Context: an optimization exercise on an open-source flow, tuned for small area and a short achievable clock period. The choices shown serve that exercise and are no tape-out recipe.
RTL that was checked went through simulation tests only; none was proved equivalent to the original.

==> pepper <==
// mlt_cplx
module mlt_cplx(in1, in2, op, clock);
input  [47:0] in1, in2;
input         clock;
output [47:0] op;
wire [6:0]  e_ar, e_ai, e_br, e_bi;
wire [16:0] f_ar, f_ai, f_br, f_bi;
wire [4:0]  t_ar, t_ai, t_br, t_bi;
wire [2:0]  c_ar, c_ai, c_br, c_bi;
fp_unpack u_ar (.x(in1[47:24]), .e(e_ar), .f(f_ar), .tz(t_ar), .c(c_ar));
fp_unpack u_ai (.x(in1[23:0]),  .e(e_ai), .f(f_ai), .tz(t_ai), .c(c_ai));
fp_unpack u_br (.x(in2[47:24]), .e(e_br), .f(f_br), .tz(t_br), .c(c_br));
fp_unpack u_bi (.x(in2[23:0]),  .e(e_bi), .f(f_bi), .tz(t_bi), .c(c_bi));
wire s_ar = in1[47], s_ai = in1[23], s_br = in2[47], s_bi = in2[23];
wire [23:0] rr, ii, ri, ir;
fp_mulr m1 (s_ar, e_ar, f_ar, t_ar, c_ar, s_br, e_br, f_br, t_br, c_br, rr);
fp_mulr m2 (s_ai, e_ai, f_ai, t_ai, c_ai, s_bi, e_bi, f_bi, t_bi, c_bi, ii);
fp_mulr m3 (s_ar, e_ar, f_ar, t_ar, c_ar, s_bi, e_bi, f_bi, t_bi, c_bi, ri);
fp_mulr m4 (s_ai, e_ai, f_ai, t_ai, c_ai, s_br, e_br, f_br, t_br, c_br, ir);
reg [23:0] p_rr, p_ii, p_ri, p_ir;
always @(posedge clock) begin
   p_rr <= rr;
   p_ii <= ii;
   p_ri <= ri;
   p_ir <= ir;
end
fp_add #(1) a_re (.a(p_rr), .b(p_ii), .z(op[47:24]));
fp_add #(0) a_im (.a(p_ri), .b(p_ir), .z(op[23:0]));
endmodule
==> flow/config.mk <==
export PLATFORM = sky130hd
export DESIGN_NAME = mlt_cplx
export DESIGN_NICKNAME = mlt_cplx
export VERILOG_FILES = /design/flow/design.v
export SDC_FILE = /design/flow/constraint.sdc
export NUM_CORES = 8
export LEC_CHECK = 0
export CAP_MARGIN = 20
export CORE_MARGIN = 2
export CORE_UTILIZATION = 40
export SLEW_MARGIN = 20
export SYNTH_HIERARCHICAL = 1
==> flow/constraint.sdc <==
create_clock -name core_clock -period 35.0 [get_ports {clock}]
set_input_delay 7.0000 -clock core_clock [delete_from_list [all_inputs] [get_ports {clock}]]
set_output_delay 7.0000 -clock core_clock [all_outputs]
set_load 0.01 [all_outputs]
standard.sh (not shown) runs the stock make flow with config.mk's settings and CLKGATE_MAP_FILE= SYNTH_SCRIPT=/design/flow/synth_recipe.tcl, a recipe that flattens the netlist after the stock synthesis.
==> flow/flow/run.sh <==
#!/bin/bash
# Layout flow for this design.
#  1. Synthesis: the standard flow's own synthesis script (ORFS synth.tcl, hierarchical
#     as set in config.mk), changed so that only the full adders of the
#     multiplier arrays (module fa_cell) are mapped to adder cells; the rest
#     of the logic, except the multiplier arrays (module mul18), is
#     flattened just before ABC, which maps it with flow/abc.script.
#     Yosys's early "abc -fast" pass is skipped so that the adders stay as
#     written.  Registers are untouched, so they keep
#     the names and cell types of the standard synthesis.
#  2. Floorplan to finish: the standard steps (standard.sh).
# Each tool's output goes to a log file of its own in this folder.
set -o pipefail
W=$(pwd)
S=$FLOW_HOME/scripts

# synthesis script
sed -e "s|^source \$::env(SCRIPTS_DIR)/synth_preamble.tcl\$|&\nset abc_args [list -script $W/flow/abc.script {*}\$lib_args {*}\$lib_dont_use_args -constr \$::env(OBJECTS_DIR)/abc.constr]|" \
    -e "s|^\(  *\)extract_fa {\*}\[dont_use_extract_fa_args\]\$|\1extract_fa {*}[dont_use_extract_fa_args] fa_cell|" \
    -e "s|^\(  *\)log_cmd abc {\*}\$abc_args\$|\1setattr -mod -unset keep_hierarchy\n\1setattr -mod -set keep_hierarchy 1 mul18\n\1flatten\n\1hierarchy -top \$::env(DESIGN_NAME)\n\1opt_clean -purge\n&|" \
    $S/synth.tcl > my_synth.tcl
sed -e "s|yosys synth -nofsm -noshare|yosys synth -nofsm -noshare -noabc|" \
    -e "s|^source \$::env(SCRIPTS_DIR)/synth.tcl\$|source $W/my_synth.tcl|" \
    synth_recipe.tcl > my_synth_recipe.tcl
diff $S/synth.tcl my_synth.tcl > my_synth.diff
diff synth_recipe.tcl my_synth_recipe.tcl > my_synth_recipe.diff

# the standard make command, for the synthesis target with the script above
MK=$(grep '^make ' standard.sh | sed -e "s|SYNTH_SCRIPT=[^ ]*|SYNTH_SCRIPT=$W/my_synth_recipe.tcl|" -e 's|"\${@:-finish}"|synth|')
eval "$MK" > synth.log 2>&1 || exit 1

# floorplan to finish: port buffers of plain buffers, and the timing repair
# aiming for extra setup slack (the clock and constraints are unchanged)
export BUFFER_PORTS_ARGS="-buffer_cell sky130_fd_sc_hd__buf_4"
export SETUP_SLACK_MARGIN=$(cat flow/margin.txt)
bash standard.sh > standard.log 2>&1
==> flow/flow/abc.script <==
strash
dch
map -B 0.9
topo
stime -c
buffer -c
upsize -c
dnsize -c
==> flow/flow/margin.txt <==
17.5
==> inputs of harbor, as changes to pepper <==
--- a/flow/design.v
+++ b/flow/design.v
@@ -90,70 +90,113 @@
 output [16:0] f;
 output reg [4:0] tz;
 output [2:0]  c;
 wire [5:0]  ex = x[22:17];
 wire [16:0] fx = x[16:0];
 wire        en = |ex;
-reg [4:0] lz;
-integer k;
-always @(*) begin
-   lz = 5'd17;
-   for (k = 0; k < 17; k = k + 1)
-      if (fx[k]) lz = 17 - k;
-end
+wire [31:0] q = {fx, 15'h7fff};
+wire [15:0] z1;    
+wire [15:0] c1;
+genvar i;
+generate
+   for (i = 0; i < 16; i = i + 1) begin : l1
+      assign z1[i] = ~q[2*i+1] & ~q[2*i];
+      assign c1[i] = ~q[2*i+1];
+   end
+endgenerate
+wire [7:0] z2;  wire [15:0] c2;
+generate
+   for (i = 0; i < 8; i = i + 1) begin : l2
+      assign z2[i] = z1[2*i+1] & z1[2*i];
+      assign c2[2*i+1:2*i] = z1[2*i+1] ? {1'b1, c1[2*i]} : {1'b0, c1[2*i+1]};
+   end
+endgenerate
+wire [3:0] z3;  wire [11:0] c3;
+generate
+   for (i = 0; i < 4; i = i + 1) begin : l3
+      assign z3[i] = z2[2*i+1] & z2[2*i];
+      assign c3[3*i+2:3*i] = z2[2*i+1] ? {1'b1, c2[4*i+1:4*i]} : {1'b0, c2[4*i+3:4*i+2]};
+   end
+endgenerate
+wire [1:0] z4;  wire [7:0] c4;
+generate
+   for (i = 0; i < 2; i = i + 1) begin : l4
+      assign z4[i] = z3[2*i+1] & z3[2*i];
+      assign c4[4*i+3:4*i] = z3[2*i+1] ? {1'b1, c3[6*i+2:6*i]} : {1'b0, c3[6*i+5:6*i+3]};
+   end
+endgenerate
+wire [4:0] lz0 = z4[1] ? {1'b1, c4[3:0]} : {1'b0, c4[7:4]};
+wire [4:0] lz = lz0 + 5'd1;
 wire [4:0]  sh = en ? 5'd0 : lz;
 assign f = fx << sh;
 assign e = en ? {1'b0, ex} : (7'd1 - {2'b00, lz});
+integer k;
 always @(*) begin
    tz = 5'd17;
    for (k = 16; k >= 0; k = k - 1)
       if (f[k]) tz = k;
 end
 assign c = {(&ex) & (|fx), (&ex) & ~(|fx), ~en & ~(|fx)};
 endmodule
-module fp_mulr(sa, ea, fa, ta, ca, sb, eb, fb, tb, cb, z);
+module fp_mulr(sa, ea, fa, ta, ca, sb, eb, fb, tb, cb, u);
 input        sa, sb;
 input [6:0]  ea, eb;
 input [16:0] fa, fb;
 input [4:0]  ta, tb;
 input [2:0]  ca, cb;
-output reg [23:0] z;
+output [31:0] u;
 wire        sz = sa ^ sb;
-wire [35:15] pn;
-wire [35:15] p = ~pn;
+wire [35:16] pn;
 mul18 u_mul (.a(fa), .b(fb), .pn(pn));
+wire [35:16] p = ~pn;
 wire [7:0]  eb0 = {ea[6], ea} + {eb[6], eb} - 8'd31;
-wire [7:0]  ebx = eb0 + 8'd1;
 wire        nf  = ~eb0[7] & (eb0 != 8'd0);             
 wire [7:0]  rr  = 8'd1 - eb0;
 wire [4:0]  r   = nf ? 5'd0 : ((rr[7:5] != 3'd0) ? 5'd21 : (rr[4:0] > 5'd21 ? 5'd21 : rr[4:0]));
 wire [5:0]  tzp = {1'b0, ta} + {1'b0, tb};
 wire        st0 = tzp < ({1'b0, r} + 6'd16);
-wire [20:0] w    = p[35:15] >> r;
+wire [6:0]  x   = nf ? eb0[6:0] : {2'b00, r};
+wire        nan  = ca[2] | cb[2] | (ca[1] & cb[0]) | (cb[1] & ca[0]);
+wire        inf  = ca[1] | cb[1];
+wire        zero = ca[0] | cb[0];
+wire [1:0]  cls  = nan ? 2'd3 : inf ? 2'd2 : zero ? 2'd1 : 2'd0;
+assign u = {sz, cls, nf, x, st0, p};
+endmodule
+module fp_round(u, z);
+input  [31:0] u;
+output reg [23:0] z;
+wire        sz  = u[31];
+wire [1:0]  cls = u[30:29];
+wire        nf  = u[28];
+wire [6:0]  x   = u[27:21];
+wire        st0 = u[20];
+wire [35:16] p  = u[19:0];
+wire [4:0]  r   = nf ? 5'd0 : x[4:0];
+wire [7:0]  eb0 = {1'b0, x};
+wire [7:0]  ebx = eb0 + 8'd1;
+wire [20:1] w    = p[35:16] >> r;
 wire        corr = w[20];
 wire [17:0] sig  = corr ? w[20:3] : w[19:2];
 wire        g    = corr ? w[2] : w[1];
 wire        s    = st0 | (corr & w[1]);
-wire        rup  = g & (s | sig[0]);
 wire [7:0]  ee   = nf ? (corr ? ebx : eb0) : {7'd0, sig[17]};
+wire        rup  = g & (s | sig[0]);
 wire [22:0] mag  = {ee[5:0], sig[16:0]} + {22'd0, rup};
-wire        ovf  = (nf & ((ee[7:6] != 2'b00) | (&ee[5:0]))) | (&mag[22:17]);
+wire        ovf  = (ee[7:6] != 2'b00) | (&ee[5:0]) | (&mag[22:17]);
 always @(*) begin
-   if (ca[2] || cb[2] || (ca[1] && cb[0]) || (cb[1] && ca[0]))
-      z = 24'h7e0001;
-   else if (ca[1] || cb[1] || ovf)
-      z = {sz, 6'h3f, 17'd0};
-   else if (ca[0] || cb[0])
-      z = {sz, 23'd0};
-   else
-      z = {sz, mag};
+   case (cls)
+      2'd3: z = 24'h7e0001;
+      2'd2: z = {sz, 6'h3f, 17'd0};
+      2'd1: z = {sz, 23'd0};
+      default: z = ovf ? {sz, 6'h3f, 17'd0} : {sz, mag};
+   endcase
 end
 endmodule
 module mul18(a, b, pn);
 input  [16:0] a, b;
-output [35:15] pn;
+output [35:16] pn;
 wire pp1;
 wire pp2;
 wire pp3;
 wire pp4;
 wire pp5;
 wire pp6;
@@ -1612,12 +1655,17 @@
 fa_cell u_s860 (.a(c797), .b(s798), .c(s740), .s(s860), .co(c861));
 fa_cell u_s862 (.a(c799), .b(s800), .c(pb319), .s(s862), .co(c863));
 fa_cell u_s864 (.a(c801), .b(s802), .c(pb321), .s(s864), .co(c865));
 fa_cell u_s866 (.a(c803), .b(pa322), .c(pb323), .s(s866), .co(c867));
 wire [35:0] x = {1'b1, c867, c865, c863, c861, c859, c857, c855, c853, c851, c849, c847, c845, c843, c841, c839, c837, c835, c833, c831, c829, c827, c825, c823, c821, c819, c817, c815, c813, c811, c809, c807, c805, s804, pp2, pp1};
 wire [35:0] y = {1'b1, 1'b0, s866, s864, s862, s860, s858, s856, s854, s852, s850, s848, s846, s844, s842, s840, s838, s836, s834, s832, s830, s828, s826, s824, s822, s820, s818, s816, s814, s812, s810, s808, s806, pp35, pp18, 1'b1};
+mul18_cpa u_cpa (.x(x), .y(y), .pn(pn));
+endmodule
+module mul18_cpa(x, y, pn);
+input  [35:0] x, y;
+output [35:16] pn;
 wire [35:0] g0 = x & y;
 wire [35:0] p0 = x ^ y;
 wire g0c = x[0] | y[0];
 wire G1 = g0[1] | (p0[1] & g0c);
 wire P1 = p0[1] & p0[0];
 wire G2 = g0[3] | (p0[3] & g0[2]);
@@ -1791,13 +1839,13 @@
 wire G86 = G17 | (P17 & G84);
 wire P86 = P17 & P84;
 wire G87 = G35 | (P35 & G84);
 wire P87 = P35 & P84;
 wire G88 = G36 | (P36 & G84);
 wire P88 = P36 & P84;
-assign pn = {(p0[35] ^ G87), (p0[34] ^ G86), (p0[33] ^ G85), (p0[32] ^ G84), (p0[31] ^ G83), (p0[30] ^ G82), (p0[29] ^ G81), (p0[28] ^ G80), (p0[27] ^ G79), (p0[26] ^ G78), (p0[25] ^ G77), (p0[24] ^ G76), (p0[23] ^ G75), (p0[22] ^ G74), (p0[21] ^ G73), (p0[20] ^ G72), (p0[19] ^ G71), (p0[18] ^ G70), (p0[17] ^ G69), (p0[16] ^ G60), (p0[15] ^ G59)};
+assign pn = {(p0[35] ^ G87), (p0[34] ^ G86), (p0[33] ^ G85), (p0[32] ^ G84), (p0[31] ^ G83), (p0[30] ^ G82), (p0[29] ^ G81), (p0[28] ^ G80), (p0[27] ^ G79), (p0[26] ^ G78), (p0[25] ^ G77), (p0[24] ^ G76), (p0[23] ^ G75), (p0[22] ^ G74), (p0[21] ^ G73), (p0[20] ^ G72), (p0[19] ^ G71), (p0[18] ^ G70), (p0[17] ^ G69), (p0[16] ^ G60)};
 endmodule
 module fa_cell(a, b, c, s, co);
 input a, b, c;
 output s, co;
 assign s = a ^ b ^ c;
 assign co = (a & b) | (a & c) | (b & c);
@@ -1812,21 +1860,26 @@
 wire [2:0]  c_ar, c_ai, c_br, c_bi;
 fp_unpack u_ar (.x(in1[47:24]), .e(e_ar), .f(f_ar), .tz(t_ar), .c(c_ar));
 fp_unpack u_ai (.x(in1[23:0]),  .e(e_ai), .f(f_ai), .tz(t_ai), .c(c_ai));
 fp_unpack u_br (.x(in2[47:24]), .e(e_br), .f(f_br), .tz(t_br), .c(c_br));
 fp_unpack u_bi (.x(in2[23:0]),  .e(e_bi), .f(f_bi), .tz(t_bi), .c(c_bi));
 wire s_ar = in1[47], s_ai = in1[23], s_br = in2[47], s_bi = in2[23];
-wire [23:0] rr, ii, ri, ir;
+wire [31:0] rr, ii, ri, ir;
 fp_mulr m1 (s_ar, e_ar, f_ar, t_ar, c_ar, s_br, e_br, f_br, t_br, c_br, rr);
 fp_mulr m2 (s_ai, e_ai, f_ai, t_ai, c_ai, s_bi, e_bi, f_bi, t_bi, c_bi, ii);
 fp_mulr m3 (s_ar, e_ar, f_ar, t_ar, c_ar, s_bi, e_bi, f_bi, t_bi, c_bi, ri);
 fp_mulr m4 (s_ai, e_ai, f_ai, t_ai, c_ai, s_br, e_br, f_br, t_br, c_br, ir);
-reg [23:0] p_rr, p_ii, p_ri, p_ir;
+reg [31:0] p_rr, p_ii, p_ri, p_ir;
 always @(posedge clock) begin
    p_rr <= rr;
    p_ii <= ii;
    p_ri <= ri;
    p_ir <= ir;
 end
-fp_add #(1) a_re (.a(p_rr), .b(p_ii), .z(op[47:24]));
-fp_add #(0) a_im (.a(p_ri), .b(p_ir), .z(op[23:0]));
+wire [23:0] q_rr, q_ii, q_ri, q_ir;
+fp_round r1 (.u(p_rr), .z(q_rr));
+fp_round r2 (.u(p_ii), .z(q_ii));
+fp_round r3 (.u(p_ri), .z(q_ri));
+fp_round r4 (.u(p_ir), .z(q_ir));
+fp_add #(1) a_re (.a(q_rr), .b(q_ii), .z(op[47:24]));
+fp_add #(0) a_im (.a(q_ri), .b(q_ir), .z(op[23:0]));
 endmodule
==> flow/flow/margin.txt (replaced) <==
18
==> inputs of sierra, as changes to pepper <==
==> flow/flow/run.sh (replaced) <==
#!/bin/bash
# Layout flow for this design.
#  1. Synthesis: the standard flow's own synthesis script (ORFS synth.tcl, hierarchical
#     as set in config.mk), changed so that only the full adders of the
#     multiplier arrays (module fa_cell) are mapped to adder cells; the rest
#     of the logic is flattened just before ABC, which maps it in one piece
#     with flow/abc.script.  Yosys's early "abc -fast" pass is skipped so
#     that the adders stay as written.  Registers are untouched, so they keep
#     the names and cell types of the standard synthesis.
#  2. Floorplan to finish: the standard steps (standard.sh).
# Each tool's output goes to a log file of its own in this folder.
set -o pipefail
W=$(pwd)
S=$FLOW_HOME/scripts

# synthesis script
sed -e "s|^source \$::env(SCRIPTS_DIR)/synth_preamble.tcl\$|&\nset abc_args [list -script $W/flow/abc.script {*}\$lib_args {*}\$lib_dont_use_args -constr \$::env(OBJECTS_DIR)/abc.constr]|" \
    -e "s|^\(  *\)extract_fa {\*}\[dont_use_extract_fa_args\]\$|\1extract_fa {*}[dont_use_extract_fa_args] fa_cell|" \
    -e "s|^\(  *\)log_cmd abc {\*}\$abc_args\$|\1setattr -mod -unset keep_hierarchy\n\1flatten\n\1hierarchy -top \$::env(DESIGN_NAME)\n\1opt_clean -purge\n&|" \
    $S/synth.tcl > my_synth.tcl
sed -e "s|yosys synth -nofsm -noshare|yosys synth -nofsm -noshare -noabc|" \
    -e "s|^source \$::env(SCRIPTS_DIR)/synth.tcl\$|source $W/my_synth.tcl|" \
    synth_recipe.tcl > my_synth_recipe.tcl
diff $S/synth.tcl my_synth.tcl > my_synth.diff
diff synth_recipe.tcl my_synth_recipe.tcl > my_synth_recipe.diff

# the standard make command, for the synthesis target with the script above
MK=$(grep '^make ' standard.sh | sed -e "s|SYNTH_SCRIPT=[^ ]*|SYNTH_SCRIPT=$W/my_synth_recipe.tcl|" -e 's|"\${@:-finish}"|synth|')
eval "$MK" > synth.log 2>&1 || exit 1

# floorplan to finish: port buffers of plain buffers, and the timing repair
# aiming for extra setup slack (the clock and constraints are unchanged)
export BUFFER_PORTS_ARGS="-buffer_cell sky130_fd_sc_hd__buf_4"
export SETUP_SLACK_MARGIN=$(cat flow/margin.txt)
bash standard.sh > standard.log 2>&1
==> flow/flow/abc.script (replaced) <==
strash
dch
map -D 7000
topo
stime -c
buffer -c
upsize -c
dnsize -c
==> flow/flow/margin.txt (replaced) <==
17
==> summary.txt <==
- Status: complete, no violations
- Slowest-stage cell, CP: nor2_1
- Startpoint types: input pin
- CP Buf/Inv Count: 11
the above is filed under pepper

==> summary.txt <==
- CP Buf/Inv Count: 14
- Status: complete, no violations
- Initial antenna violation count: 5
- Startpoint types: flip-flop
- DR vias: 73472
- Slowest-stage cell, CP: dfxtp_4
the above is filed under harbor

==> summary.txt <==
- Min-Delay Path Class: input pin to flip-flop
- Synthesis Warnings: 11
- Startpoint types: input pin
- Status: complete, no violations
- Met1 wire length: 93800 um
- Slowest-stage cell, CP: fa_1
- Sequential area share after synthesis: 0.0325
- WHS Path Cells: 3
the above is filed under sierra

Only the layout flow was run in harbor; the RTL was not checked for function there.

-- re-timing with driven ports --
Ports are ideal in the flow. The routed layouts listed here were re-timed in OpenROAD. Step 1, drivers: a clkbuf_16 drives clock and a buf_2 each remaining input, both assumed. Step 2 adds t to the input delays and takes it off the output delays; t is the mean of the earliest and latest rising clock arrival at the registers after step 1. Input paths then give back, and output paths get back, about the clock's delay inside the block. a / b / c = ideal ports / drivers / drivers and shift; a / b = the first two.
run | t, ns | slack for setup (ns) | slew at the worst register clock pin (ns) | worst slew at a driven data input, ns | cell pins on the clock port's net
pepper | 0.423 | 18.032 / 18.044 / 17.620 | 0.07 / 0.07 | 0.12 | 1
harbor | 0.542 | 18.128 / 18.060 / 18.018 | 0.09 / 0.09 | 0.19 | 1
sierra | 0.418 | 16.170 / 16.128 / 15.710 | 0.07 / 0.07 | 0.25 | 1
After both steps setup and hold are still met in every run listed. The setup slack of sierra, which loses most, moves by -0.042 ns with the drivers and by -0.460 ns with both steps.
